Source: an optimization exercise on an open RTL-to-GDS flow (aim: small area). Production flows keep margins and buffers that such runs may drop.
The RTL was checked by simulation tests, not by an equivalence proof against the original design.

[flow/flow/run.sh]
#!/bin/bash
# Layout flow: the standard flow with two changes.
#  1. Synthesis is the standard synthesis script, except that each ABC
#     mapping call runs Yosys's default ABC script (with a 20 ns delay target)
#     instead of ORFS's speed script. Everything else, registers included,
#     is the same as in standard.sh synth.
#  2. The port buffers that global placement inserts are buf_1 cells.
set -euo pipefail
here=$(pwd)
export BUFFER_PORTS_ARGS="-buffer_cell sky130_fd_sc_hd__buf_1"
{
  head -n 1 synth_recipe.tcl
  cat flow/abc_default.tcl
  tail -n +2 synth_recipe.tcl
} > my_synth.tcl
sed "s#SYNTH_SCRIPT=[^ ]*#SYNTH_SCRIPT=$here/my_synth.tcl#" standard.sh > my_standard.sh
bash my_standard.sh synth > synth.log 2>&1
bash standard.sh > standard.log 2>&1
[flow/flow/abc_default.tcl]
# Replaces the abc command: drops ORFS's -script and -D arguments, so that ABC
# runs Yosys's default mapping script with a 20 ns delay target.
proc abc {args} {
  set out {}
  set skip 0
  foreach a $args {
    if {$skip} { set skip 0; continue }
    if {$a eq "-script" || $a eq "-D"} { set skip 1; continue }
    lappend out $a
  }
  yosys abc {*}$out -D 20000
}
[flow/standard.sh]
#!/bin/bash
# synth_recipe.tcl (not shown) runs the flow's synth.tcl, then flattens the netlist and writes it again
# the make line also repeats each setting of config.mk as NAME=value (left out here)
make -C /OpenROAD-flow-scripts/flow DESIGN_CONFIG=/design/flow/config.mk WORK_HOME=/design/flow/orfs CLKGATE_MAP_FILE= SYNTH_SCRIPT=/design/flow/synth_recipe.tcl "${@:-finish}"
[flow/config.mk]
export PLATFORM = sky130hd
export DESIGN_NAME = ALU
export DESIGN_NICKNAME = ALU
export VERILOG_FILES = /design/flow/design.v
export SDC_FILE = /design/flow/constraint.sdc
export NUM_CORES = 4
export LEC_CHECK = 0
export CAP_MARGIN = 0
export CORE_MARGIN = 2
export CORE_UTILIZATION = 65
export SLEW_MARGIN = 0
export SYNTH_HIERARCHICAL = 1
export SYNTH_MINIMUM_KEEP_SIZE = 0
[flow/constraint.sdc]
create_clock -name core_clock -period 20.0 [get_ports {CLK}]
set_input_delay 4.0000 -clock core_clock [delete_from_list [all_inputs] [get_ports {CLK}]]
set_output_delay 4.0000 -clock core_clock [all_outputs]
set_load 0.01 [all_outputs]
[flow/design.v]
`timescale 1ns / 1ps
module DetectorParidad(A,P);
	input [15:0] A;
	output wire P;
	assign P=~(^A[15:0]);
endmodule
`timescale 1ns / 1ps
module DetectorZero(A,Z);
	input [15:0] A;
	output wire Z;
	assign Z=~|A;
endmodule
`timescale 1ns / 1ps
module Divi16bits(D,A0,B,Comp,R,Cout);
	input [15:0] D,B;
	input A0,Comp;
	output wire [15:0] R;
	output wire Cout;
	wire [16:0] c;
	wire [16:0] X = {D, A0};
	assign c[0] = Comp;
	genvar gi;
	generate for (gi = 0; gi < 16; gi = gi + 1) begin: gdv
		FullAdder fa(X[gi], B[gi] ^ Comp, c[gi], R[gi], c[gi+1]);
	end endgenerate
	assign Cout = Comp ? (X[16] | c[16]) : (X[16] & c[16]);
endmodule
`timescale 1ns / 1ps
module FullAdder(A,B,Cin,R,Cout);
	input A,B,Cin;
	output wire R,Cout;
	wire R1,O1,O2;
	assign R1=A^B;
	assign O1=A&B;
	assign R=R1^Cin;
	assign O2=R1&Cin;
	assign Cout=O1|O2;
endmodule 
module Multi(A,B,RN);
	input [15:0] A,B;
	output [31:0] RN;
	wire [255:0] pp;
	genvar i,j;
	generate for (i=0;i<16;i=i+1) begin: g
		for (j=0;j<16;j=j+1) begin: h
			assign pp[i*16+j] = ~(A[j] & B[i]);
		end
	end endgenerate
	wire t1;
	wire t2;
	wire t3;
	wire t4;
	wire t5;
	wire t6;
	wire t7;
	wire t8;
	wire t9;
	wire t10;
	wire t11;
	wire t12;
	wire t13;
	wire t14;
	wire t15;
	wire t16;
	wire t17;
	wire t18;
	wire t19;
	wire t20;
	wire t21;
	wire t22;
	wire t23;
	wire t24;
	wire t25;
	wire t26;
	wire t27;
	wire t28;
	wire t29;
	wire t30;
	wire t31;
	wire t32;
	wire t33;
	wire t34;
	wire t35;
	wire t36;
	wire t37;
	wire t38;
	wire t39;
	wire t40;
	wire t41;
	wire t42;
	wire t43;
	wire t44;
	wire t45;
	wire t46;
	wire t47;
	wire t48;
	wire t49;
	wire t50;
	wire t51;
	wire t52;
	wire t53;
	wire t54;
	wire t55;
	wire t56;
	wire t57;
	wire t58;
	wire t59;
	wire t60;
	wire t61;
	wire t62;
	wire t63;
	wire t64;
	wire t65;
	wire t66;
	wire t67;
	wire t68;
	wire t69;
	wire t70;
	wire t71;
	wire t72;
	wire t73;
	wire t74;
	wire t75;
	wire t76;
	wire t77;
	wire t78;
	wire t79;
	wire t80;
	wire t81;
	wire t82;
	wire t83;
	wire t84;
	wire t85;
	wire t86;
	wire t87;
	wire t88;
	wire t89;
	wire t90;
	wire t91;
	wire t92;
	wire t93;
	wire t94;
	wire t95;
	wire t96;
	wire t97;
	wire t98;
	wire t99;
	wire t100;
	wire t101;
	wire t102;
	wire t103;
	wire t104;
	wire t105;
	wire t106;
	wire t107;
	wire t108;
	wire t109;
	wire t110;
	wire t111;
	wire t112;
	wire t113;
	wire t114;
	wire t115;
	wire t116;
	wire t117;
	wire t118;
	wire t119;
	wire t120;
	wire t121;
	wire t122;
	wire t123;
	wire t124;
	wire t125;
	wire t126;
	wire t127;
	wire t128;
	wire t129;
	wire t130;
	wire t131;
	wire t132;
	wire t133;
	wire t134;
	wire t135;
	wire t136;
	wire t137;
	wire t138;
	wire t139;
	wire t140;
	wire t141;
	wire t142;
	wire t143;
	wire t144;
	wire t145;
	wire t146;
	wire t147;
	wire t148;
	wire t149;
	wire t150;
	wire t151;
	wire t152;
	wire t153;
	wire t154;
	wire t155;
	wire t156;
	wire t157;
	wire t158;
	wire t159;
	wire t160;
	wire t161;
	wire t162;
	wire t163;
	wire t164;
	wire t165;
	wire t166;
	wire t167;
	wire t168;
	wire t169;
	wire t170;
	wire t171;
	wire t172;
	wire t173;
	wire t174;
	wire t175;
	wire t176;
	wire t177;
	wire t178;
	wire t179;
	wire t180;
	wire t181;
	wire t182;
	wire t183;
	wire t184;
	wire t185;
	wire t186;
	wire t187;
	wire t188;
	wire t189;
	wire t190;
	wire t191;
	wire t192;
	wire t193;
	wire t194;
	wire t195;
	wire t196;
	wire t197;
	wire t198;
	wire t199;
	wire t200;
	wire t201;
	wire t202;
	wire t203;
	wire t204;
	wire t205;
	wire t206;
	wire t207;
	wire t208;
	wire t209;
	wire t210;
	wire t211;
	wire t212;
	wire t213;
	wire t214;
	wire t215;
	wire t216;
	wire t217;
	wire t218;
	wire t219;
	wire t220;
	wire t221;
	wire t222;
	wire t223;
	wire t224;
	wire t225;
	wire t226;
	wire t227;
	wire t228;
	wire t229;
	wire t230;
	wire t231;
	wire t232;
	wire t233;
	wire t234;
	wire t235;
	wire t236;
	wire t237;
	wire t238;
	wire t239;
	wire t240;
	wire t241;
	wire t242;
	wire t243;
	wire t244;
	wire t245;
	wire t246;
	wire t247;
	wire t248;
	wire t249;
	wire t250;
	wire t251;
	wire t252;
	wire t253;
	wire t254;
	wire t255;
	wire t256;
	wire t257;
	wire t258;
	wire t259;
	wire t260;
	wire t261;
	wire t262;
	wire t263;
	wire t264;
	wire t265;
	wire t266;
	wire t267;
	wire t268;
	wire t269;
	wire t270;
	wire t271;
	wire t272;
	wire t273;
	wire t274;
	wire t275;
	wire t276;
	wire t277;
	wire t278;
	wire t279;
	wire t280;
	wire t281;
	wire t282;
	wire t283;
	wire t284;
	wire t285;
	wire t286;
	wire t287;
	wire t288;
	wire t289;
	wire t290;
	wire t291;
	wire t292;
	wire t293;
	wire t294;
	wire t295;
	wire t296;
	wire t297;
	wire t298;
	wire t299;
	wire t300;
	wire t301;
	wire t302;
	wire t303;
	wire t304;
	wire t305;
	wire t306;
	wire t307;
	wire t308;
	wire t309;
	wire t310;
	wire t311;
	wire t312;
	wire t313;
	wire t314;
	wire t315;
	wire t316;
	wire t317;
	wire t318;
	wire t319;
	wire t320;
	wire t321;
	wire t322;
	wire t323;
	wire t324;
	wire t325;
	wire t326;
	wire t327;
	wire t328;
	wire t329;
	wire t330;
	wire t331;
	wire t332;
	wire t333;
	wire t334;
	wire t335;
	wire t336;
	wire t337;
	wire t338;
	wire t339;
	wire t340;
	wire t341;
	wire t342;
	wire t343;
	wire t344;
	wire t345;
	wire t346;
	wire t347;
	wire t348;
	wire t349;
	wire t350;
	wire t351;
	wire t352;
	wire t353;
	wire t354;
	wire t355;
	wire t356;
	wire t357;
	wire t358;
	wire t359;
	wire t360;
	wire t361;
	wire t362;
	wire t363;
	wire t364;
	wire t365;
	wire t366;
	wire t367;
	wire t368;
	wire t369;
	wire t370;
	wire t371;
	wire t372;
	wire t373;
	wire t374;
	wire t375;
	wire t376;
	wire t377;
	wire t378;
	wire t379;
	wire t380;
	wire t381;
	wire t382;
	wire t383;
	wire t384;
	wire t385;
	wire t386;
	wire t387;
	wire t388;
	wire t389;
	wire t390;
	wire t391;
	wire t392;
	wire t393;
	wire t394;
	wire t395;
	wire t396;
	wire t397;
	wire t398;
	wire t399;
	wire t400;
	wire t401;
	wire t402;
	wire t403;
	wire t404;
	wire t405;
	wire t406;
	wire t407;
	wire t408;
	wire t409;
	wire t410;
	wire t411;
	wire t412;
	wire t413;
	wire t414;
	wire t415;
	wire t416;
	wire t417;
	wire t418;
	wire t419;
	wire t420;
	wire t421;
	wire t422;
	wire t423;
	wire t424;
	wire t425;
	wire t426;
	wire t427;
	wire t428;
	wire t429;
	wire t430;
	wire t431;
	wire t432;
	wire t433;
	wire t434;
	wire t435;
	wire t436;
	wire t437;
	wire t438;
	wire t439;
	wire t440;
	wire t441;
	wire t442;
	wire t443;
	wire t444;
	wire t445;
	wire t446;
	wire t447;
	wire t448;
	wire t449;
	wire t450;
	wire t451;
	wire t452;
	wire t453;
	wire t454;
	wire t455;
	wire t456;
	wire t457;
	wire t458;
	wire t459;
	wire t460;
	wire t461;
	wire t462;
	wire t463;
	wire t464;
	wire t465;
	wire t466;
	wire t467;
	wire t468;
	wire t469;
	wire t470;
	wire t471;
	wire t472;
	wire t473;
	wire t474;
	wire t475;
	wire t476;
	wire t477;
	wire t478;
	wire t479;
	wire t480;
	wire t481;
	wire t482;
	wire t483;
	wire t484;
	wire t485;
	wire t486;
	wire t487;
	wire t488;
	wire t489;
	wire t490;
	wire t491;
	wire t492;
	wire t493;
	wire t494;
	wire t495;
	wire t496;
	wire t497;
	wire t498;
	wire t499;
	wire t500;
	wire t501;
	wire t502;
	wire t503;
	wire t504;
	wire t505;
	wire t506;
	wire t507;
	wire t508;
	wire t509;
	wire t510;
	wire t511;
	wire t512;
	wire t513;
	wire t514;
	wire t515;
	wire t516;
	wire t517;
	wire t518;
	wire t519;
	wire t520;
	wire t521;
	wire t522;
	wire t523;
	wire t524;
	wire t525;
	wire t526;
	wire t527;
	wire t528;
	HalfAdderN ht1(pp[13],pp[28],t1,t2);
	FullAdder ft3(pp[14],pp[29],pp[44],t3,t4);
	HalfAdderN ht5(pp[59],pp[74],t5,t6);
	FullAdder ft7(pp[15],pp[30],pp[45],t7,t8);
	FullAdder ft9(pp[60],pp[75],pp[90],t9,t10);
	HalfAdderN ht11(pp[105],pp[120],t11,t12);
	FullAdder ft13(pp[31],pp[46],pp[61],t13,t14);
	FullAdder ft15(pp[76],pp[91],pp[106],t15,t16);
	HalfAdderN ht17(pp[121],pp[136],t17,t18);
	FullAdder ft19(pp[47],pp[62],pp[77],t19,t20);
	FullAdder ft21(pp[92],pp[107],pp[122],t21,t22);
	FullAdder ft23(pp[63],pp[78],pp[93],t23,t24);
	HalfAdderN ht25(pp[9],pp[24],t25,t26);
	FullAdder ft27(pp[10],pp[25],pp[40],t27,t28);
	HalfAdderN ht29(pp[55],pp[70],t29,t30);
	FullAdder ft31(pp[11],pp[26],pp[41],t31,t32);
	FullAdder ft33(pp[56],pp[71],pp[86],t33,t34);
	HalfAdderN ht35(pp[101],pp[116],t35,t36);
	FullAdder ft37(pp[12],pp[27],pp[42],t37,t38);
	FullAdder ft39(pp[57],pp[72],pp[87],t39,t40);
	FullAdder ft41(pp[102],pp[117],pp[132],t41,t42);
	HalfAdderN ht43(pp[147],pp[162],t43,t44);
	FullAdder ft45(t1,pp[43],pp[58],t45,t46);
	FullAdder ft47(pp[73],pp[88],pp[103],t47,t48);
	FullAdder ft49(pp[118],pp[133],pp[148],t49,t50);
	FullAdder ft51(pp[163],pp[178],pp[193],t51,t52);
	FullAdder ft53(t2,t3,t5,t53,t54);
	FullAdder ft55(pp[89],pp[104],pp[119],t55,t56);
	FullAdder ft57(pp[134],pp[149],pp[164],t57,t58);
	FullAdder ft59(pp[179],pp[194],pp[209],t59,t60);
	FullAdder ft61(t4,t6,t7,t61,t62);
	FullAdder ft63(t9,t11,pp[135],t63,t64);
	FullAdder ft65(pp[150],pp[165],pp[180],t65,t66);
	FullAdder ft67(pp[195],pp[210],pp[225],t67,t68);
	FullAdder ft69(t8,t10,t12,t69,t70);
	FullAdder ft71(t13,t15,t17,t71,t72);
	FullAdder ft73(pp[151],pp[166],pp[181],t73,t74);
	FullAdder ft75(pp[196],pp[211],pp[226],t75,t76);
	FullAdder ft77(t14,t16,t18,t77,t78);
	FullAdder ft79(t19,t21,pp[137],t79,t80);
	FullAdder ft81(pp[152],pp[167],pp[182],t81,t82);
	FullAdder ft83(pp[197],pp[212],pp[227],t83,t84);
	FullAdder ft85(t20,t22,t23,t85,t86);
	FullAdder ft87(pp[108],pp[123],pp[138],t87,t88);
	FullAdder ft89(pp[153],pp[168],pp[183],t89,t90);
	FullAdder ft91(pp[198],pp[213],pp[228],t91,t92);
	FullAdder ft93(t24,pp[79],pp[94],t93,t94);
	FullAdder ft95(pp[109],pp[124],pp[139],t95,t96);
	FullAdder ft97(pp[154],pp[169],pp[184],t97,t98);
	FullAdder ft99(pp[199],pp[214],pp[229],t99,t100);
	FullAdder ft101(pp[95],pp[110],pp[125],t101,t102);
	FullAdder ft103(pp[140],pp[155],pp[170],t103,t104);
	FullAdder ft105(pp[185],pp[200],pp[215],t105,t106);
	FullAdder ft107(pp[111],pp[126],pp[141],t107,t108);
	FullAdder ft109(pp[156],pp[171],pp[186],t109,t110);
	FullAdder ft111(pp[127],pp[142],pp[157],t111,t112);
	HalfAdderN ht113(pp[6],pp[21],t113,t114);
	FullAdder ft115(pp[7],pp[22],pp[37],t115,t116);
	HalfAdderN ht117(pp[52],pp[67],t117,t118);
	FullAdder ft119(pp[8],pp[23],pp[38],t119,t120);
	FullAdder ft121(pp[53],pp[68],pp[83],t121,t122);
	HalfAdderN ht123(pp[98],pp[113],t123,t124);
	FullAdder ft125(t25,pp[39],pp[54],t125,t126);
	FullAdder ft127(pp[69],pp[84],pp[99],t127,t128);
	FullAdder ft129(pp[114],pp[129],pp[144],t129,t130);
	FullAdder ft131(t26,t27,t29,t131,t132);
	FullAdder ft133(pp[85],pp[100],pp[115],t133,t134);
	FullAdder ft135(pp[130],pp[145],pp[160],t135,t136);
	FullAdder ft137(t28,t30,t31,t137,t138);
	FullAdder ft139(t33,t35,pp[131],t139,t140);
	FullAdder ft141(pp[146],pp[161],pp[176],t141,t142);
	FullAdder ft143(t32,t34,t36,t143,t144);
	FullAdder ft145(t37,t39,t41,t145,t146);
	FullAdder ft147(t43,pp[177],pp[192],t147,t148);
	FullAdder ft149(t38,t40,t42,t149,t150);
	FullAdder ft151(t44,t45,t47,t151,t152);
	FullAdder ft153(t49,t51,pp[208],t153,t154);
	FullAdder ft155(t46,t48,t50,t155,t156);
	FullAdder ft157(t52,t53,t55,t157,t158);
	FullAdder ft159(t57,t59,pp[224],t159,t160);
	FullAdder ft161(t54,t56,t58,t161,t162);
	FullAdder ft163(t60,t61,t63,t163,t164);
	FullAdder ft165(t65,t67,pp[240],t165,t166);
	FullAdder ft167(t62,t64,t66,t167,t168);
	FullAdder ft169(t68,t69,t71,t169,t170);
	FullAdder ft171(t73,t75,pp[241],t171,t172);
	FullAdder ft173(t70,t72,t74,t173,t174);
	FullAdder ft175(t76,t77,t79,t175,t176);
	FullAdder ft177(t81,t83,pp[242],t177,t178);
	FullAdder ft179(t78,t80,t82,t179,t180);
	FullAdder ft181(t84,t85,t87,t181,t182);
	FullAdder ft183(t89,t91,pp[243],t183,t184);
	FullAdder ft185(t86,t88,t90,t185,t186);
	FullAdder ft187(t92,t93,t95,t187,t188);
	FullAdder ft189(t97,t99,pp[244],t189,t190);
	FullAdder ft191(t94,t96,t98,t191,t192);
	FullAdder ft193(t100,t101,t103,t193,t194);
	FullAdder ft195(t105,pp[230],pp[245],t195,t196);
	FullAdder ft197(t102,t104,t106,t197,t198);
	FullAdder ft199(t107,t109,pp[201],t199,t200);
	FullAdder ft201(pp[216],pp[231],pp[246],t201,t202);
	FullAdder ft203(t108,t110,t111,t203,t204);
	FullAdder ft205(pp[172],pp[187],pp[202],t205,t206);
	FullAdder ft207(pp[217],pp[232],pp[247],t207,t208);
	FullAdder ft209(t112,pp[143],pp[158],t209,t210);
	FullAdder ft211(pp[173],pp[188],pp[203],t211,t212);
	FullAdder ft213(pp[218],pp[233],pp[248],t213,t214);
	FullAdder ft215(pp[159],pp[174],pp[189],t215,t216);
	FullAdder ft217(pp[204],pp[219],pp[234],t217,t218);
	FullAdder ft219(pp[175],pp[190],pp[205],t219,t220);
	HalfAdderN ht221(pp[4],pp[19],t221,t222);
	FullAdder ft223(pp[5],pp[20],pp[35],t223,t224);
	HalfAdderN ht225(pp[50],pp[65],t225,t226);
	FullAdder ft227(t113,pp[36],pp[51],t227,t228);
	FullAdder ft229(pp[66],pp[81],pp[96],t229,t230);
	FullAdder ft231(t114,t115,t117,t231,t232);
	FullAdder ft233(pp[82],pp[97],pp[112],t233,t234);
	FullAdder ft235(t116,t118,t119,t235,t236);
	FullAdder ft237(t121,t123,pp[128],t237,t238);
	FullAdder ft239(t120,t122,t124,t239,t240);
	FullAdder ft241(t125,t127,t129,t241,t242);
	FullAdder ft243(t126,t128,t130,t243,t244);
	FullAdder ft245(t131,t133,t135,t245,t246);
	FullAdder ft247(t132,t134,t136,t247,t248);
	FullAdder ft249(t137,t139,t141,t249,t250);
	FullAdder ft251(t138,t140,t142,t251,t252);
	FullAdder ft253(t143,t145,t147,t253,t254);
	FullAdder ft255(t144,t146,t148,t255,t256);
	FullAdder ft257(t149,t151,t153,t257,t258);
	FullAdder ft259(t150,t152,t154,t259,t260);
	FullAdder ft261(t155,t157,t159,t261,t262);
	FullAdder ft263(t156,t158,t160,t263,t264);
	FullAdder ft265(t161,t163,t165,t265,t266);
	FullAdder ft267(t162,t164,t166,t267,t268);
	FullAdder ft269(t167,t169,t171,t269,t270);
	FullAdder ft271(t168,t170,t172,t271,t272);
	FullAdder ft273(t173,t175,t177,t273,t274);
	FullAdder ft275(t174,t176,t178,t275,t276);
	FullAdder ft277(t179,t181,t183,t277,t278);
	FullAdder ft279(t180,t182,t184,t279,t280);
	FullAdder ft281(t185,t187,t189,t281,t282);
	FullAdder ft283(t186,t188,t190,t283,t284);
	FullAdder ft285(t191,t193,t195,t285,t286);
	FullAdder ft287(t192,t194,t196,t287,t288);
	FullAdder ft289(t197,t199,t201,t289,t290);
	FullAdder ft291(t198,t200,t202,t291,t292);
	FullAdder ft293(t203,t205,t207,t293,t294);
	FullAdder ft295(t204,t206,t208,t295,t296);
	FullAdder ft297(t209,t211,t213,t297,t298);
	FullAdder ft299(t210,t212,t214,t299,t300);
	FullAdder ft301(t215,t217,pp[249],t301,t302);
	FullAdder ft303(t216,t218,t219,t303,t304);
	FullAdder ft305(pp[220],pp[235],pp[250],t305,t306);
	FullAdder ft307(t220,pp[191],pp[206],t307,t308);
	FullAdder ft309(pp[221],pp[236],pp[251],t309,t310);
	FullAdder ft311(pp[207],pp[222],pp[237],t311,t312);
	HalfAdderN ht313(pp[3],pp[18],t313,t314);
	FullAdder ft315(t221,pp[34],pp[49],t315,t316);
	FullAdder ft317(t222,t223,t225,t317,t318);
	FullAdder ft319(t224,t226,t227,t319,t320);
	FullAdder ft321(t228,t230,t231,t321,t322);
	FullAdder ft323(t232,t234,t235,t323,t324);
	FullAdder ft325(t236,t238,t239,t325,t326);
	FullAdder ft327(t240,t242,t243,t327,t328);
	FullAdder ft329(t244,t246,t247,t329,t330);
	FullAdder ft331(t248,t250,t251,t331,t332);
	FullAdder ft333(t252,t254,t255,t333,t334);
	FullAdder ft335(t256,t258,t259,t335,t336);
	FullAdder ft337(t260,t262,t263,t337,t338);
	FullAdder ft339(t264,t266,t267,t339,t340);
	FullAdder ft341(t268,t270,t271,t341,t342);
	FullAdder ft343(t272,t274,t275,t343,t344);
	FullAdder ft345(t276,t278,t279,t345,t346);
	FullAdder ft347(t280,t282,t283,t347,t348);
	FullAdder ft349(t284,t286,t287,t349,t350);
	FullAdder ft351(t288,t290,t291,t351,t352);
	FullAdder ft353(t292,t294,t295,t353,t354);
	FullAdder ft355(t296,t298,t299,t355,t356);
	FullAdder ft357(t300,t302,t303,t357,t358);
	FullAdder ft359(t304,t306,t307,t359,t360);
	FullAdder ft361(t308,t310,t311,t361,t362);
	FullAdder ft363(t312,pp[223],pp[238],t363,t364);
	HalfAdderN ht365(pp[2],pp[17],t365,t366);
	FullAdder ft367(t313,pp[33],pp[48],t367,t368);
	FullAdder ft369(t314,t315,pp[64],t369,t370);
	FullAdder ft371(t316,t317,pp[80],t371,t372);
	FullAdder ft373(t318,t319,t229,t373,t374);
	FullAdder ft375(t320,t321,t233,t375,t376);
	FullAdder ft377(t322,t323,t237,t377,t378);
	FullAdder ft379(t324,t325,t241,t379,t380);
	FullAdder ft381(t326,t327,t245,t381,t382);
	FullAdder ft383(t328,t329,t249,t383,t384);
	FullAdder ft385(t330,t331,t253,t385,t386);
	FullAdder ft387(t332,t333,t257,t387,t388);
	FullAdder ft389(t334,t335,t261,t389,t390);
	FullAdder ft391(t336,t337,t265,t391,t392);
	FullAdder ft393(t338,t339,t269,t393,t394);
	FullAdder ft395(t340,t341,t273,t395,t396);
	FullAdder ft397(t342,t343,t277,t397,t398);
	FullAdder ft399(t344,t345,t281,t399,t400);
	FullAdder ft401(t346,t347,t285,t401,t402);
	FullAdder ft403(t348,t349,t289,t403,t404);
	FullAdder ft405(t350,t351,t293,t405,t406);
	FullAdder ft407(t352,t353,t297,t407,t408);
	FullAdder ft409(t354,t355,t301,t409,t410);
	FullAdder ft411(t356,t357,t305,t411,t412);
	FullAdder ft413(t358,t359,t309,t413,t414);
	FullAdder ft415(t360,t361,pp[252],t415,t416);
	FullAdder ft417(t362,t363,pp[253],t417,t418);
	FullAdder ft419(t364,pp[239],pp[254],t419,t420);
	HalfAdderN ht421(pp[1],pp[16],t421,t422);
	FullAdder ft423(t365,pp[32],t422,t423,t424);
	FullAdder ft425(t366,t367,t424,t425,t426);
	FullAdder ft427(t368,t369,t426,t427,t428);
	FullAdder ft429(t370,t371,t428,t429,t430);
	FullAdder ft431(t372,t373,t430,t431,t432);
	FullAdder ft433(t374,t375,t432,t433,t434);
	FullAdder ft435(t376,t377,t434,t435,t436);
	FullAdder ft437(t378,t379,t436,t437,t438);
	FullAdder ft439(t380,t381,t438,t439,t440);
	FullAdder ft441(t382,t383,t440,t441,t442);
	HalfAdderN ht443(t384,t385,t443,t444);
	FullAdder ft445(t386,t387,t444,t445,t446);
	FullAdder ft447(t388,t389,t446,t447,t448);
	FullAdder ft449(t390,t391,t448,t449,t450);
	FullAdder ft451(t392,t393,t450,t451,t452);
	FullAdder ft453(t394,t395,t452,t453,t454);
	FullAdder ft455(t396,t397,t454,t455,t456);
	FullAdder ft457(t398,t399,t456,t457,t458);
	assign t459 = ~t442;
	assign t460 = t443 ^ t459;
	assign t461 = ~t443;
	assign t462 = t445 ^ (t459 & t461);
	assign t463 = t461 & ~t445;
	assign t464 = t447 ^ (t459 & t463);
	assign t465 = t463 & ~t447;
	assign t466 = t449 ^ (t459 & t465);
	assign t467 = t465 & ~t449;
	assign t468 = t451 ^ (t459 & t467);
	assign t469 = t467 & ~t451;
	assign t470 = t453 ^ (t459 & t469);
	assign t471 = t469 & ~t453;
	assign t472 = t455 ^ (t459 & t471);
	assign t473 = t471 & ~t455;
	assign t474 = t457 ^ (t459 & t473);
	assign t475 = t473 & ~t457;
	assign t476 = t458 & ~(t459 & t475);
	HalfAdderN ht477(t400,t401,t477,t478);
	FullAdder ft479(t402,t403,t478,t479,t480);
	FullAdder ft481(t404,t405,t480,t481,t482);
	FullAdder ft483(t406,t407,t482,t483,t484);
	FullAdder ft485(t408,t409,t484,t485,t486);
	FullAdder ft487(t410,t411,t486,t487,t488);
	assign t489 = ~t476;
	assign t490 = t477 ^ t489;
	assign t491 = ~t477;
	assign t492 = t479 ^ (t489 & t491);
	assign t493 = t491 & ~t479;
	assign t494 = t481 ^ (t489 & t493);
	assign t495 = t493 & ~t481;
	assign t496 = t483 ^ (t489 & t495);
	assign t497 = t495 & ~t483;
	assign t498 = t485 ^ (t489 & t497);
	assign t499 = t497 & ~t485;
	assign t500 = t487 ^ (t489 & t499);
	assign t501 = t499 & ~t487;
	assign t502 = t488 & ~(t489 & t501);
	HalfAdderN ht503(t412,t413,t503,t504);
	FullAdder ft505(t414,t415,t504,t505,t506);
	FullAdder ft507(t416,t417,t506,t507,t508);
	FullAdder ft509(t418,t419,t508,t509,t510);
	FullAdder ft511(t420,pp[255],t510,t511,t512);
	FullAdder ft513(1'b1,1'b1,t512,t513,t514);
	assign t515 = ~t502;
	assign t516 = t503 ^ t515;
	assign t517 = ~t503;
	assign t518 = t505 ^ (t515 & t517);
	assign t519 = t517 & ~t505;
	assign t520 = t507 ^ (t515 & t519);
	assign t521 = t519 & ~t507;
	assign t522 = t509 ^ (t515 & t521);
	assign t523 = t521 & ~t509;
	assign t524 = t511 ^ (t515 & t523);
	assign t525 = t523 & ~t511;
	assign t526 = t513 ^ (t515 & t525);
	assign t527 = t525 & ~t513;
	assign t528 = t514 & ~(t515 & t527);
	assign RN = {t526, t524, t522, t520, t518, t516, t500, t498, t496, t494, t492, t490, t474, t472, t470, t468, t466, t464, t462, t460, t441, t439, t437, t435, t433, t431, t429, t427, t425, t423, t421, pp[0]};
endmodule
`timescale 1ns / 1ps
module MuxInv2(A,B,S,R);
	input A,B,S;
	output wire R;
	assign R = ~(S ? B : A);
endmodule
module HalfAdderN(A,B,R,Cout);
	input A,B;
	output wire R,Cout;
	XnorGate X(A,B,R);
	assign Cout=A|B;
endmodule
module XnorGate(A,B,R);
	input A,B;
	output wire R;
	assign R=~(A^B);
endmodule
`timescale 1ns / 1ps
module SemiAdderIni(A,B,R,Cout);
	input A,B;
	output wire R,Cout;
	assign R=A^B;
	assign Cout=A&B;
endmodule 
`timescale 1ns / 1ps
module ALU(CLK,RST,A,V,op,WA,WB,WD,WR,ENADi,opFL,R1,R2,FLAGS,FL,FINP,IF);
	input CLK,RST;
	input [15:0] A;
	input V;
	input [5:0] op;
	input WA,WB,WD,ENADi;
	input [1:0] WR;
	input [2:0] opFL;
	output wire [15:0] R1,R2,FLAGS;
	output wire [5:0] FL;
	output wire FINP,IF;
	reg [15:0] ra, rb, rd;
	always @(posedge CLK or posedge RST)
		if (RST) ra <= 16'h0000; else if (WA) ra <= A;
	always @(posedge CLK or posedge RST)
		if (RST) rb <= 16'h0000; else if (WB) rb <= A;
	always @(posedge CLK or posedge RST)
		if (RST) rd <= 16'h0000; else if (WD) rd <= A;
	reg cf, pf, af, zf, sf, fi, df, of;
	wire [15:0] opA, opB, DR;
	reg [15:0] PR1;
	wire [3:0] p = op[3:0];
	wire CFD;
	reg [15:0] RE, Q;
	wire [15:0] AA = (p[3] & p[2]) ? {8'b0, p[0] ? ra[15:8] : ra[7:0]} : ra;
	wire sgnA = p[1] & ~p[3] & (p[2] ? (p[0] ? rd[15] : ra[15]) : (p[0] ? ra[15] : ra[7]));
	wire NI = p[3] & ~p[2];
	wire c2inA = sgnA | NI;
	wire CA = sgnA | (NI & p[0]);
	wire c2inB = p[1] & ~p[3] & (p[0] ? rb[15] : rb[7]);
	wire c2out = ~p[3] & (sgnA ^ c2inB);
	wire [16:0] pfA, pfB;
	wire [15:0] pfD;
	assign pfA[0] = 1'b0;
	assign pfB[0] = 1'b0;
	assign pfD[0] = pfA[16];
	genvar gj;
	generate for (gj = 0; gj < 16; gj = gj + 1) begin: gpf
		assign pfA[gj+1] = pfA[gj] | ra[gj];
		assign pfB[gj+1] = pfB[gj] | rb[gj];
		if (gj > 0) begin: gd
			assign pfD[gj] = pfD[gj-1] | rd[gj-1];
		end
	end endgenerate
	wire [15:0] opA_; assign opA = AA ^ ({16{c2inA}} & ({16{~CA}} | pfA[15:0]));
	assign DR = rd ^ ({16{c2inA}} & ({16{~CA}} | pfD));
	assign opB = rb ^ ({16{c2inB}} & pfB[15:0]);
	wire [31:0] prodn;
	Multi Mult(opA, opB, prodn);
	wire [31:0] prod = ~prodn;
	wire [15:0] RMUL = prod[15:0];
	wire [15:0] RMUL2 = prod[31:16];
	wire [15:0] Bq = opB & {16{~Q[0]}};
	wire [15:0] rc;
	wire [15:0] REDIV;
	SemiAdderIni rc0(RE[0], Bq[0], REDIV[0], rc[1]);
	generate for (gj = 1; gj < 15; gj = gj + 1) begin: grv
		FullAdder fa(RE[gj], Bq[gj], rc[gj], REDIV[gj], rc[gj+1]);
	end endgenerate
	assign REDIV[15] = RE[15] ^ Bq[15] ^ rc[15];
	wire [15:0] opR1 = p[2] ? Q : RMUL;
	wire [15:0] opR2 = p[2] ? REDIV : RMUL2;
	wire [16:0] po1, po2;
	assign po1[0] = 1'b0;
	assign po2[0] = ~p[2] & po1[16];
	generate for (gj = 0; gj < 16; gj = gj + 1) begin: gng
		assign po1[gj+1] = po1[gj] | opR1[gj];
		assign po2[gj+1] = po2[gj] | opR2[gj];
	end endgenerate
	wire [15:0] C2R1 = opR1 ^ ({16{c2out}} & po1[15:0]);
	wire [15:0] C2R2 = opR2 ^ ({16{c2out}} & po2[15:0]);
	wire [15:0] opR = (p[2] & ~p[0]) ? {C2R2[7:0], C2R1[7:0]} : C2R1;
	wire [7:0] aad;
	wire [7:0] ac;
	SemiAdderIni aa0(RMUL[0], ra[0], aad[0], ac[1]);
	generate for (gj = 1; gj < 7; gj = gj + 1) begin: gaa
		FullAdder fa(RMUL[gj], ra[gj], ac[gj], aad[gj], ac[gj+1]);
	end endgenerate
	assign aad[7] = RMUL[7] ^ ra[7] ^ ac[7];
	always @(*)
		casez (p)
			4'b0???: PR1 = opR;
			4'b10??: PR1 = opA;
			4'b1100: PR1 = {{8{ra[7]}}, ra[7:0]};
			4'b1101: PR1 = {16{ra[15]}};
			4'b1110: PR1 = {Q[7:0], REDIV[7:0]};
			4'b1111: PR1 = {8'b0, aad};
		endcase
	assign R2 = C2R2;
	assign CFD = |RMUL2;
	reg [3:0] PRE;
	wire P0 = |PRE;
	wire A0 = opA[~PRE];
	reg qlast;
	always @(posedge CLK) qlast <= Co;
	wire C = P0 ? qlast : 1'b1;
	wire [15:0] Ro;
	wire Co;
	wire [15:0] X = P0 ? RE : (op[0] ? DR : 16'h0000);
	Divi16bits Step(X, A0, opB, C, Ro, Co);
	wire dena = ENADi | P0;
	always @(posedge CLK or posedge RST)
		if (RST) PRE <= 4'd0;
		else if (dena) PRE <= PRE + 4'd1;
	always @(posedge CLK or posedge RST)
		if (RST) RE <= 16'h0000;
		else if (dena) RE <= Ro;
	integer i;
	always @(posedge CLK or posedge RST)
		if (RST) Q <= 16'h0000;
		else for (i = 0; i < 16; i = i + 1)
			if (dena && (PRE == 15 - i)) Q[i] <= Co;
	assign FINP = ~P0;
	reg [15:0] RA;
	wire CFA, AFA, OFA, CFC, AFC;
	genvar g1;
	wire MA = af | (ra[3] & (ra[2] | ra[1]));
	wire MDj = cf | (ra[7] & (ra[6] | ra[5]));
	wire [15:0] Sal = op[3] ? {9'b0, MDj, MDj, 2'b0, MA, MA, 1'b0} : {7'b0, MA, 5'b0, MA, MA, 1'b0};
	wire [15:0] BA = op[4] ? Sal : rb;
	assign AFC = op[4] & MA;
	assign CFC = op[4] & (op[3] ? MDj : MA);
	wire sub = op[0];
	wire ci = (cf & op[1] & ~op[2]) ^ sub;
	wire [15:0] Bx = BA ^ {16{sub}};
	wire [16:0] aca;
	wire [15:0] RSUM;
	assign aca[0] = ci;
	generate for (g1 = 0; g1 < 16; g1 = g1 + 1) begin: gad
		FullAdder fa(ra[g1], Bx[g1], aca[g1], RSUM[g1], aca[g1+1]);
	end endgenerate
	wire [3:0] tt = {~op[1], op[0] | op[1], op[0] | op[1], 1'b0};
	wire arith = ~((op[2:0] == 3'b001) | (op[2:0] == 3'b100) | (op[2:0] == 3'b110));
	integer j1;
	always @(*)
		for (j1 = 0; j1 < 16; j1 = j1 + 1)
			RA[j1] = arith ? RSUM[j1] : tt[{ra[j1], BA[j1]}];
	assign CFA = arith & (aca[16] ^ sub);
	assign AFA = arith & (aca[4] ^ sub);
	assign OFA = arith & (aca[15] ^ aca[16]);
	wire [15:0] RB;
	wire CFB, OFB;
	wire [3:0] sk = V ? 4'd1 : rb[3:0];
	wire sk0 = ~|sk;
	wire sleft = ~op[0];
	wire [3:0] ss = (sk ^ {4{sleft}}) + {3'b0, sleft};
	wire suseRa = ~sleft | ~op[1] & ~op[2] | sk0;
	wire suseRa1 = sleft & op[1] & ~op[2] & ~sk0;
	wire [15:0] sra1 = {cf, ra[15:1]};
	wire [15:0] sWl = ({16{suseRa}} & ra) | ({16{suseRa1}} & sra1);
	wire sselA = sleft | ~op[1] & ~op[2];
	wire sselS = ~sleft & op[1] & op[2];
	wire sselC = ~sleft & op[1] & ~op[2];
	wire [14:0] src = {ra[13:0], cf};
	wire [14:0] sWh = ({15{sselA}} & ra[14:0]) | ({15{sselS}} & {15{ra[15]}}) | ({15{sselC}} & src);
	wire [30:0] sW = {sWh, sWl};
	wire [22:0] sT1;
	wire [18:0] sT2;
	wire [16:0] sT3;
	genvar gs;
	generate
		for (gs = 0; gs < 23; gs = gs + 1) begin: gs1
			MuxInv2 m(sW[gs], sW[gs+8], ss[3], sT1[gs]);
		end
		for (gs = 0; gs < 19; gs = gs + 1) begin: gs2
			MuxInv2 m(sT1[gs], sT1[gs+4], ss[2], sT2[gs]);
		end
		for (gs = 0; gs < 17; gs = gs + 1) begin: gs3
			MuxInv2 m(sT2[gs], sT2[gs+2], ss[1], sT3[gs]);
		end
		for (gs = 0; gs < 16; gs = gs + 1) begin: gs4
			MuxInv2 m(sT3[gs], sT3[gs+1], ss[0], RB[gs]);
		end
	endgenerate
	wire snm = (op[2:0] == 3'b010) | (op[2] & op[0]);
	wire splus = (op[2:0] == 3'b010) | (op[2] & ~op[0]);
	wire [3:0] sidx = (sk ^ {4{snm}}) + (splus ? 4'd1 : 4'd15);
	wire scfm = ra[sidx];
	reg sc;
	always @(*)
		casez (op[2:0])
			3'b000: sc = RB[15];
			3'b001: sc = RB[0];
			3'b01?: sc = sk0 ? cf : scfm;
			default: sc = (sk == 4'd15) ? 1'b0 : scfm;
		endcase
	assign CFB = sc;
	assign OFB = ra[15] ^ RB[15];
	reg [15:0] R;
	always @(*)
		case (op[4:3])
			2'b01: R = RB;
			2'b10: R = {RA[15:8], 4'b0, RA[3:0]};
			default: R = RA;
		endcase
	assign R1 = op[5] ? PR1 : R;
	reg CF, OF;
	always @(*)
		case (op[5:3])
			3'b000: begin CF = CFA; OF = OFA; end
			3'b001: begin CF = CFB; OF = OFB; end
			3'b010, 3'b011: begin CF = CFC; OF = OFA; end
			3'b100, 3'b101: begin CF = CFD; OF = CFD; end
			default: begin CF = 1'b0; OF = 1'b0; end
		endcase
	wire AF = op[4] ? AFC : AFA;
	wire P, Z;
	DetectorParidad Parid(R1, P);
	DetectorZero Zer(R1, Z);
	wire S = R1[15];
	wire we = WR[1] | WR[0];
	wire RSTCF = (opFL == 3'b001);
	wire TOGCF = (opFL == 3'b010);
	wire SETCF = (opFL == 3'b011);
	wire RSTDF = (opFL == 3'b100);
	wire SETDF = (opFL == 3'b101);
	wire RSTIF = (opFL == 3'b110);
	wire SETIF = (opFL == 3'b111);
	wire w10 = WR[1] & ~WR[0];
	always @(posedge CLK or posedge RST)
		if (RST) cf <= 1'b0;
		else if (SETCF) cf <= 1'b1;
		else if (TOGCF) cf <= ~cf;
		else if (we | RSTCF) cf <= (WR[1] ? A[0] : CF) & ~RSTCF;
	always @(posedge CLK or posedge RST)
		if (RST) begin pf <= 1'b0; af <= 1'b0; zf <= 1'b0; sf <= 1'b0; end
		else if (we) begin
			pf <= WR[1] ? A[2] : P;
			af <= WR[1] ? A[4] : AF;
			zf <= WR[1] ? A[6] : Z;
			sf <= WR[1] ? A[7] : S;
		end
	always @(posedge CLK or posedge RST)
		if (RST) fi <= 1'b1;
		else if (RSTIF) fi <= 1'b0;
		else if (SETIF) fi <= 1'b1;
		else if (w10) fi <= A[9];
	always @(posedge CLK or posedge RST)
		if (RST) df <= 1'b0;
		else if (SETDF) df <= 1'b1;
		else if (w10 | RSTDF) df <= A[10] & ~RSTDF;
	always @(posedge CLK or posedge RST)
		if (RST) of <= 1'b0;
		else if (WR[1] ^ WR[0]) of <= WR[1] ? A[11] : OF;
	assign FLAGS = {4'b0, of, df, fi, 1'b0, sf, zf, 1'b0, af, 1'b0, pf, 1'b0, cf};
	assign FL = {df, cf, zf, sf, of, pf};
	assign IF = fi;
endmodule
==> results of run 1 <==
[modules after synthesis (local to each module, per instance), a selection]
module           copies in the design  area, um^2
HalfAdderN                         19        6.26
DetectorParidad                     1         131
FullAdder                         274        20.0
SemiAdderIni                        2        12.5
Divi16bits                          1         158
MuxInv2                            75        10.0
DetectorZero                        1        33.8
Multi                               1        1630
XnorGate                           19        8.76
[layer usage]
layer	track usage	part of all wire
met1	0.554	0.39
met2	0.620	0.45
met3	0.0934	0.11
met4	0.159	0.045
met5	0	0
[sequential cells by signal, summed over array words and instances, names as in the netlist]
register,count
RE,16
sf,1
af,1
pf,1
qlast,1
zf,1
PRE,4
Q,16
df,1
fi,1
of,1
rd,16
rb,16
ra,16
cf,1
[area by class of cell]
cell class	count	area, um^2	share of cell area
clock inverters	7	81.3	0.00452
multi-input cells	1588	14000	0.780
clock buffers	9	225	0.0125
diodes	1	2.50	0.000139
flip-flops and latches	93	2320	0.129
inverters	31	118	0.00654
well taps	335	419	0.0233
repair buffers	145	786	0.0437
[worst max-delay path by stage]
stage                      from     end  slack, ps  depth (start not counted)
final                     op[0]  R2[15]        840                         35
after detailed placement  op[0]  R2[15]        910                         32
after floorplan           op[2]  R2[13]        970                         38
after global routing      op[0]  R2[15]         20                         33
after CTS                 op[0]  R2[15]        870                         32
after global placement    op[0]  R2[15]       1170                         35
[timing repair]
| item | 4_1_cts | 5_1_grt |
|---|---|---|
| endpoints found under the hold margin | 0 | 0 |
| endpoints found under the setup margin | 0 | 1 |
| resized for setup | 0 | 1 |
[cell families after synthesis]
| logic type | share of synthesized area |
|---|---|
| buffers and inverters | 0.0551 |
| AND/OR/NAND/NOR | 0.153 |
| flip-flops | 0.135 |
| XOR/XNOR | 0.0839 |
| adder cells (fa/ha/maj) | 0.334 |
| multiplexers | 0.110 |
| AO/OA/AOI/OAI | 0.129 |
| other | 0.000436 |
[worst max-delay path, delay by kind of cell]
kind	cells	cell delay, ps
multiplexers	1	220
adder cells (fa/ha/maj)	13	5620
buffers and inverters	5	900
XOR/XNOR	2	280
AND/OR/NAND/NOR	6	990
AO/OA/AOI/OAI	8	3130
[placed cells by master (no fill, tap or decap), drive strengths merged, types with 12 or more instances in the layout]
master and n:
xnor2 99, nand2 393, nand3 17, o31ai 12, nor2 70, xor2 66, buf 144, a21oi 87
or2 25, inv 36, a221o 14, ha 19, o211ai 20, nor2b 33, a221oi 15, dfrtp 91
a22o 26, nand2b 19, mux2 76, fa 275, a21o 15, mux2i 90, o21ai 89
==> flow_summary.json, run 1 <==
{
  "syn2layout_area_growth_pct": 4.39,
  "grt_overflow": 0,
  "yosysWarnings": 7,
  "synth_top_area_frac": 0.320,
  "syn_inst": 1871,
  "hp-class": "reg -> reg",
  "required_ps": 16000,
  "fillerInstances": 2105,
  "io_buffers": 81,
  "synth_ff_type": "dfrtp_1",
  "async_flop_share": 0.989,
  "via_count": 14600,
  "wirelength_mm": 54.1,
  "grt_usage": 0.401,
  "setup.worst_path.class": "in -> out",
  "final_cell_area_um2": 18000,
  "clk_latency_ps": 370,
  "gp_congestion": 1.01,
  "grt_pass1_vias": 15000,
  "syn-cell-area_um2": 17200,
  "avgSynthCellArea_um2": 9.21,
  "top_level_ports": 90,
  "netlist_top_cells_area": "fa_1 (32%), dfrtp_1 (13%), nand2_1 (8.6%), mux2i_1 (5.2%), xnor2_1 (5.0%)",
  "drive_gt1_frac": 0.106,
  "tritoncts": "done",
  "die-area_um2": 27800,
  "ctsHoldBuffers": 0,
  "start_util": 0.661,
  "cts.sinks": 93,
  "chipWidth_um": 167,
  "finalNonFillerCells": 2209,
  "arrival_ps": 15160,
  "cp-end-kind": "output pin",
  "worst-r2r-setup-slack_ps": 7130,
  "worstHoldPathCells": 2,
  "cap_violations": 0,
  "final_nets": 2196,
  "h-tree-depth": 3,
  "setup_slack_ps": 837,
  "drv_slew": 0,
  "yosysUniqueCellTypes": 61,
  "grt_pass1_wl_mm": 85.3,
  "reg2regPathDepth": 36,
  "final.min_clock_period_ps": 19160,
  "clk_path_buf_depth": 2,
  "ys_seq_area_frac": 0.135,
  "drc": 0,
  "crit_top_cell": "fa_1",
  "synth_edf_count": 0,
  "grt_max_degree": 48,
  "synth_top_area_cell": "fa_1",
  "grt_setup_unrepaired": "no",
  "wl_per_cell_um": 24.5,
  "dr.pass1.iters": 9,
  "core_area_um2": 26100,
  "worst_clock_skew_ps": 17.3,
  "worstHoldEndpoint": "sf",
  "clock-root-buffer": "clkbuf_16",
  "cts.clk_slew.worst_paths_ps": 80,
  "fp.dieH_um": 167,
  "fin_util": 0.690,
  "synth_common_cells": "nand2_1 (393), fa_1 (275), clkbuf_1 (109)",
  "dpl.cell_count": 2192,
  "tightest_slew_ps": 1220,
  "critPathLaunchType": "input pin",
  "antenna_found_initial": 2,
  "crit_slowest_cell": "a2111oi_0",
  "hold-worst-slack_ps": 505,
  "cts_made_buffers": 9,
  "via_per_inst": 6.63,
  "placed_area_um2": 17700,
  "postRouteAntennaNets": 0,
  "slew_headroom": 0.178,
  "status": "complete, no violations",
  "tns_ps": 0,
  "synth-seq-cells": 93,
  "synth.most_common_cell": "nand2_1",
  "cpPeakStageDelay_ps": 790,
  "fmax_mhz": 52.2,
  "crit_fanout": 18,
  "cts_setup_buffers": 0,
  "hold_viol": 0,
  "drtIter0Drc": 1705,
  "dp_hpwl_mm": 41.5,
  "holdCritStartpoint": "sf",
  "dp_slack_ps": 906,
  "fp-row-count": 59,
  "r2r_start": "ra[15]",
  "finalSetupViolCount": 0,
  "timing.rr.end": "pf",
  "fin_crit_sh": 0.958
}
==> inputs of run 2 (changes only) <==
--- a/flow/config.mk
+++ b/flow/config.mk
@@ -6,8 +6,8 @@
 export NUM_CORES = 4
 export LEC_CHECK = 0
-export CAP_MARGIN = 0
+export CAP_MARGIN = 5
 export CORE_MARGIN = 2
 export CORE_UTILIZATION = 65
-export SLEW_MARGIN = 0
+export SLEW_MARGIN = 5
 export SYNTH_HIERARCHICAL = 1
 export SYNTH_MINIMUM_KEEP_SIZE = 0
==> run 2 against run 1 <==
- core utilization is the same
- global-route usage did not move
- sequential share of layout area is the same
- highest routed layer unchanged
==> flow_summary.json, run 2 <==
{
  "ctsHoldBuffers": 0,
  "gp_congestion": 1.01,
  "grt_max_degree": 48,
  "fp.dieH_um": 167,
  "netlist_top_cells_area": "fa_1 (32%), dfrtp_1 (13%), nand2_1 (8.6%), mux2i_1 (5.2%), xnor2_1 (5.0%)",
  "setup.worst_path.class": "in -> out",
  "synth_common_cells": "nand2_1 (393), fa_1 (275), clkbuf_1 (109)",
  "cp-end-kind": "output pin",
  "finalSetupViolCount": 0,
  "critPathLaunchType": "input pin",
  "status": "complete, no violations",
  "clk_path_buf_depth": 2,
  "yosysUniqueCellTypes": 61,
  "synth.most_common_cell": "nand2_1",
  "synth-seq-cells": 93,
  "final_nets": 2196,
  "final.min_clock_period_ps": 19160,
  "wirelength_mm": 54.1,
  "h-tree-depth": 3,
  "cpPeakStageDelay_ps": 790,
  "synth_ff_type": "dfrtp_1",
  "top_level_ports": 90,
  "tns_ps": 0,
  "async_flop_share": 0.989,
  "ys_seq_area_frac": 0.135,
  "io_buffers": 81,
  "via_per_inst": 6.63,
  "arrival_ps": 15160,
  "crit_fanout": 18,
  "worst-r2r-setup-slack_ps": 7130,
  "tightest_slew_ps": 1220,
  "grt_pass1_wl_mm": 85.3,
  "clk_latency_ps": 370,
  "syn2layout_area_growth_pct": 4.39,
  "drive_gt1_frac": 0.106,
  "synth_top_area_cell": "fa_1",
  "drtIter0Drc": 1705,
  "dp_slack_ps": 906,
  "core_area_um2": 26100,
  "holdCritStartpoint": "sf",
  "setup_slack_ps": 837,
  "crit_slowest_cell": "a2111oi_0",
  "yosysWarnings": 7,
  "die-area_um2": 27800,
  "start_util": 0.661,
  "fmax_mhz": 52.2,
  "cts.clk_slew.worst_paths_ps": 80,
  "slew_headroom": 0.178,
  "fin_util": 0.690,
  "worst_clock_skew_ps": 17.3,
  "cap_violations": 0,
  "fin_crit_sh": 0.958,
  "startpoint": "op[0]",
  "hold-worst-slack_ps": 505,
  "syn-cell-area_um2": 17200,
  "postRouteAntennaNets": 0,
  "grt_overflow": 0,
  "hp-class": "reg -> reg",
  "drv_slew": 0,
  "synth_top_area_frac": 0.320,
  "required_ps": 16000,
  "layout_commonest_cell": "nand2_1",
  "antenna_found_initial": 2,
  "synth_edf_count": 0,
  "drc": 0,
  "fp-row-count": 59,
  "cts_made_buffers": 9,
  "r2r_start": "ra[15]",
  "cts_setup_buffers": 0,
  "syn_inst": 1871,
  "via_count": 14600,
  "wl_per_cell_um": 24.5,
  "tritoncts": "done",
  "chipWidth_um": 167,
  "post_cts_resized": 0,
  "dr.pass1.iters": 9,
  "grt_usage": 0.401,
  "avgSynthCellArea_um2": 9.21,
  "cts.sinks": 93,
  "dp_hpwl_mm": 41.5,
  "grt_setup_unrepaired": "no",
  "clock-root-buffer": "clkbuf_16",
  "final_cell_mix": "nand2_1 (393), fa_1 (275), xnor2_1 (96)",
  "hold_viol": 0,
  "grt_pass1_vias": 15000,
  "crit_top_cell": "fa_1"
}
==> run 2: cell counts in the layout (fill, tap and decap cells not counted) <==
Identical to the previous run, type by type.
==> run 2: worst max-delay path, delay by kind of cell <==
kind / cells / cell delay, ps
and+or+nand+nor: 6 / 990
AOI/OAI and AO/OA: 8 / 3130
buffers and inverters: 5 / 900
adders and majority gates: 13 / 5620
xor gates and xnor gates: 2 / 280
muxes: 1 / 220
==> run 2: logic make-up (layout without fill, tap and decap cells) <==
logic type      Yosys count  in the layout  share of synthesized area
xor+xnor                165            165                     0.0839
mux                     172            172                      0.110
other cells               2             11                   0.000436
buf+inv                 198            192                     0.0551
flops                    93             93                      0.135
simple gates            607            607                      0.153
fa+ha+maj               295            295                      0.334
compound gates          339            339                      0.129
==> run 2: worst paths after layout <==
path                                to  cells after the start
worst max-delay path            R2[15]                     35
worst min-delay path                sf                      2
worst max register to register      pf                     36
worst min register to register      sf                      2
max in group asynchronous        ra[3]                      3
min in group asynchronous           pf                      2
==> run 2: cell type report <==
class                           count  area (um^2)
Sequential cell                    93         2320
Clock buffer                        9          225
Tap cell                          335          419
Clock inverter                      7         81.3
Antenna cell                        1         2.50
Fill cell                        2105         8070
Inverter                           31          118
Multi-Input combinational cell   1588        14000
Timing Repair Buffer              145          786
==> run 2: routing by layer <==
layer / wire [um] / up-vias / GRT usage / part of all wire
met1: 20900 / 7310 / 0.554 / 0.39
met4: 2450 / 0 / 0.159 / 0.045
met3: 6160 / 184 / 0.0934 / 0.11
met2: 24600 / 871 / 0.620 / 0.45
li1: - / 6278 / - / -
met5: 0 / - / 0 / 0
==> run 2: per-stage QoR <==
stage / cell area, um^2 / cells
finish: 18000 / 2209
global route: 18000 / 2209
CTS: 18000 / 2208
detailed placement: 17700 / 2192
global placement: 17700 / 2192
floorplan: 17300 / 1879
==> run 2: modules after synthesis, one instance, submodules excluded <==
module           times used  cells  area (um^2)  flip-flops and latches
HalfAdderN               19      1         6.26                       0
MuxInv2                  75      1         10.0                       0
DetectorParidad           1     15          131                       0
SemiAdderIni              2      1         12.5                       0
XnorGate                 19      1         8.76                       0
FullAdder               274      1         20.0                       0
Divi16bits                1     19          158                       0
Multi                     1    368         1630                       0
ALU                       1   1074         8730                      93
DetectorZero              1      6         33.8                       0
==> inputs of run 3 (changes only) <==
--- a/flow/config.mk
+++ b/flow/config.mk
@@ -9,4 +9,5 @@
 export CORE_MARGIN = 2
 export CORE_UTILIZATION = 65
+export CTS_BUF_LIST = sky130_fd_sc_hd__clkbuf_8 sky130_fd_sc_hd__clkbuf_16
 export SLEW_MARGIN = 5
 export SYNTH_HIERARCHICAL = 1
==> run 3 against run 2 <==
- count of clock-buffer cells in the layout did not move
- worst setup slack unchanged
- sequential share of layout area is the same
- clock skew stayed put
- cell area is the same
- critical endpoint unchanged
- largest cell class unchanged
- highest routed layer unchanged
==> flow_summary.json, run 3 <==
{
  "required_ps": 16000,
  "worst_clock_skew_ps": 17.3,
  "crit_fanout": 18,
  "dp_hpwl_mm": 41.5,
  "cpPeakStageDelay_ps": 790,
  "cap_violations": 0,
  "syn_inst": 1871,
  "synth_top_area_cell": "fa_1",
  "chipWidth_um": 167,
  "finalSetupViolCount": 0,
  "grt_pass1_wl_mm": 85.3,
  "ctsHoldBuffers": 0,
  "top_level_ports": 90,
  "final_cell_mix": "nand2_1 (393), fa_1 (275), xnor2_1 (96)",
  "gp_congestion": 1.01,
  "dr.pass1.iters": 9,
  "core_area_um2": 26100,
  "yosysWarnings": 7,
  "grt_setup_unrepaired": "no",
  "slew_headroom": 0.178,
  "drtIter0Drc": 1705,
  "tritoncts": "done",
  "via_count": 14600,
  "fp.dieH_um": 167,
  "via_per_inst": 6.63,
  "fp-row-count": 59,
  "post_cts_resized": 0,
  "clock-root-buffer": "clkbuf_16",
  "layout_commonest_cell": "nand2_1",
  "antenna_found_initial": 2,
  "cts.clk_slew.worst_paths_ps": 80,
  "cts_setup_buffers": 0,
  "start_util": 0.661,
  "grt_max_degree": 48,
  "synth_top_area_frac": 0.320,
  "arrival_ps": 15160,
  "cp-end-kind": "output pin",
  "final.min_clock_period_ps": 19160,
  "wirelength_mm": 54.1,
  "status": "complete, no violations",
  "die-area_um2": 27800,
  "io_buffers": 81,
  "synth-seq-cells": 93,
  "grt_pass1_vias": 15000,
  "synth_common_cells": "nand2_1 (393), fa_1 (275), clkbuf_1 (109)",
  "final_nets": 2196,
  "critPathLaunchType": "input pin",
  "clk_path_buf_depth": 2,
  "crit_slowest_cell": "a2111oi_0",
  "setup.worst_path.class": "in -> out",
  "clk_latency_ps": 370,
  "synth_ff_type": "dfrtp_1",
  "postRouteAntennaNets": 0,
  "syn-cell-area_um2": 17200,
  "fin_util": 0.690,
  "syn2layout_area_growth_pct": 4.39,
  "drc": 0,
  "h-tree-depth": 3,
  "crit_top_cell": "fa_1",
  "wl_per_cell_um": 24.5,
  "yosysUniqueCellTypes": 61,
  "avgSynthCellArea_um2": 9.21,
  "fin_crit_sh": 0.958,
  "hold_viol": 0,
  "fmax_mhz": 52.2,
  "drive_gt1_frac": 0.106,
  "cts.sinks": 93,
  "netlist_top_cells_area": "fa_1 (32%), dfrtp_1 (13%), nand2_1 (8.6%), mux2i_1 (5.2%), xnor2_1 (5.0%)",
  "synth.most_common_cell": "nand2_1",
  "hp-class": "reg -> reg",
  "tightest_slew_ps": 1220,
  "synth_edf_count": 0,
  "async_flop_share": 0.989,
  "tns_ps": 0,
  "ys_seq_area_frac": 0.135,
  "grt_overflow": 0,
  "drv_slew": 0,
  "grt_usage": 0.401,
  "cts_made_buffers": 9
}
-- run 3: cell counts in the layout (fill, tap and decap cells not counted) --
No cell type changed its count.
-- run 3: layout make-up --
class | count | area, um^2
Sequential cell | 93 | 2320
Timing Repair Buffer | 145 | 786
Clock buffer | 9 | 225
Clock inverter | 7 | 81.3
Tap cell | 335 | 419
Multi-Input combinational cell | 1588 | 14000
Fill cell | 2105 | 8070
Antenna cell | 1 | 2.50
Inverter | 31 | 118
-- run 3: cells by family after synthesis --
kind of cell | after synthesis | synth area share
other | 2 | 0.000436
adders and majority gates | 295 | 0.334
DFF | 93 | 0.135
and+or+nand+nor | 607 | 0.153
buffers and inverters | 198 | 0.0551
xor gates and xnor gates | 165 | 0.0839
muxes | 172 | 0.110
AOI/OAI and AO/OA | 339 | 0.129
-- run 3: worst paths after layout --
path | slack (ps) | endpoint | depth (start not counted) | startpoint
max | 840 | R2[15] | 35 | op[0]
min | 510 | sf | 2 | sf
max reg2reg | 7130 | pf | 36 | ra[15]
min reg2reg | 510 | sf | 2 | sf
max in group asynchronous | 15130 | ra[3] | 3 | RST
min in group asynchronous | 3750 | pf | 2 | RST
-- run 3: through the flow --
step | setup slack, ps | hold WS [ps] | instances | cell area [um^2]
final | 837 | 505 | 2209 | 18000
after global routing | 23.5 | 526 | 2209 | 18000
after floorplan | 968 | 466 | 1879 | 17300
after global placement | 1170 | 476 | 2192 | 17700
after detailed placement | 906 | 487 | 2192 | 17700
after CTS | 873 | 507 | 2208 | 18000
-- run 3: routing by layer --
layer	up-vias	global-route usage	wire length [um]
met5	-	0	0
met4	0	0.159	2450
met3	184	0.0934	6160
met2	871	0.620	24600
met1	7310	0.554	20900
li1	6278	-	-
-- run 3: worst max-delay path: cells and delay by family --
family | cells | cell delay [ps]
buf+inv | 5 | 900
mux | 1 | 220
simple gates | 6 | 990
xor+xnor | 2 | 280
compound gates | 8 | 3130
fa+ha+maj | 13 | 5620
-- run 3: per-module statistics from Yosys, one instance, submodules excluded, excerpt --
| module | flops+latches | cells | area (um^2) |
|---|---|---|---|
| DetectorZero | 0 | 6 | 33.8 |
| SemiAdderIni | 0 | 1 | 12.5 |
| ALU | 93 | 1074 | 8730 |
| HalfAdderN | 0 | 1 | 6.26 |
| Multi | 0 | 368 | 1630 |
| DetectorParidad | 0 | 15 | 131 |
| Divi16bits | 0 | 19 | 158 |

-- port drivers added, routing unchanged --
The results above use ideal ports. As a check the final layouts listed here were re-extracted and re-timed, cells and wires unchanged. Step 1 assumes that a clkbuf_16 drives the clock port and a buf_2 every other input. Step 2 times the ports against the registers' clock, not the clock port: input delays grow and output delays shrink by t, the midpoint of the rising clock arrivals with the driver on. Three values: ideal, step 1, step 2; two values: the first two.
run | shift t [ns] | setup WS [ns] | hold WS [ns] | worst setup path at the end | worst register clock-pin slew, ns
run 1 | 0.408 | 0.837 / 0.750 / 0.750 | 0.505 / 0.505 / 0.505 | input to output | 0.09 / 0.09
run 2 | 0.408 | 0.837 / 0.750 / 0.750 | 0.505 / 0.505 / 0.505 | input to output | 0.09 / 0.09
run 3 | 0.408 | 0.837 / 0.750 / 0.750 | 0.505 / 0.505 / 0.505 | input to output | 0.09 / 0.09
After both steps setup and hold are still met in every run listed.
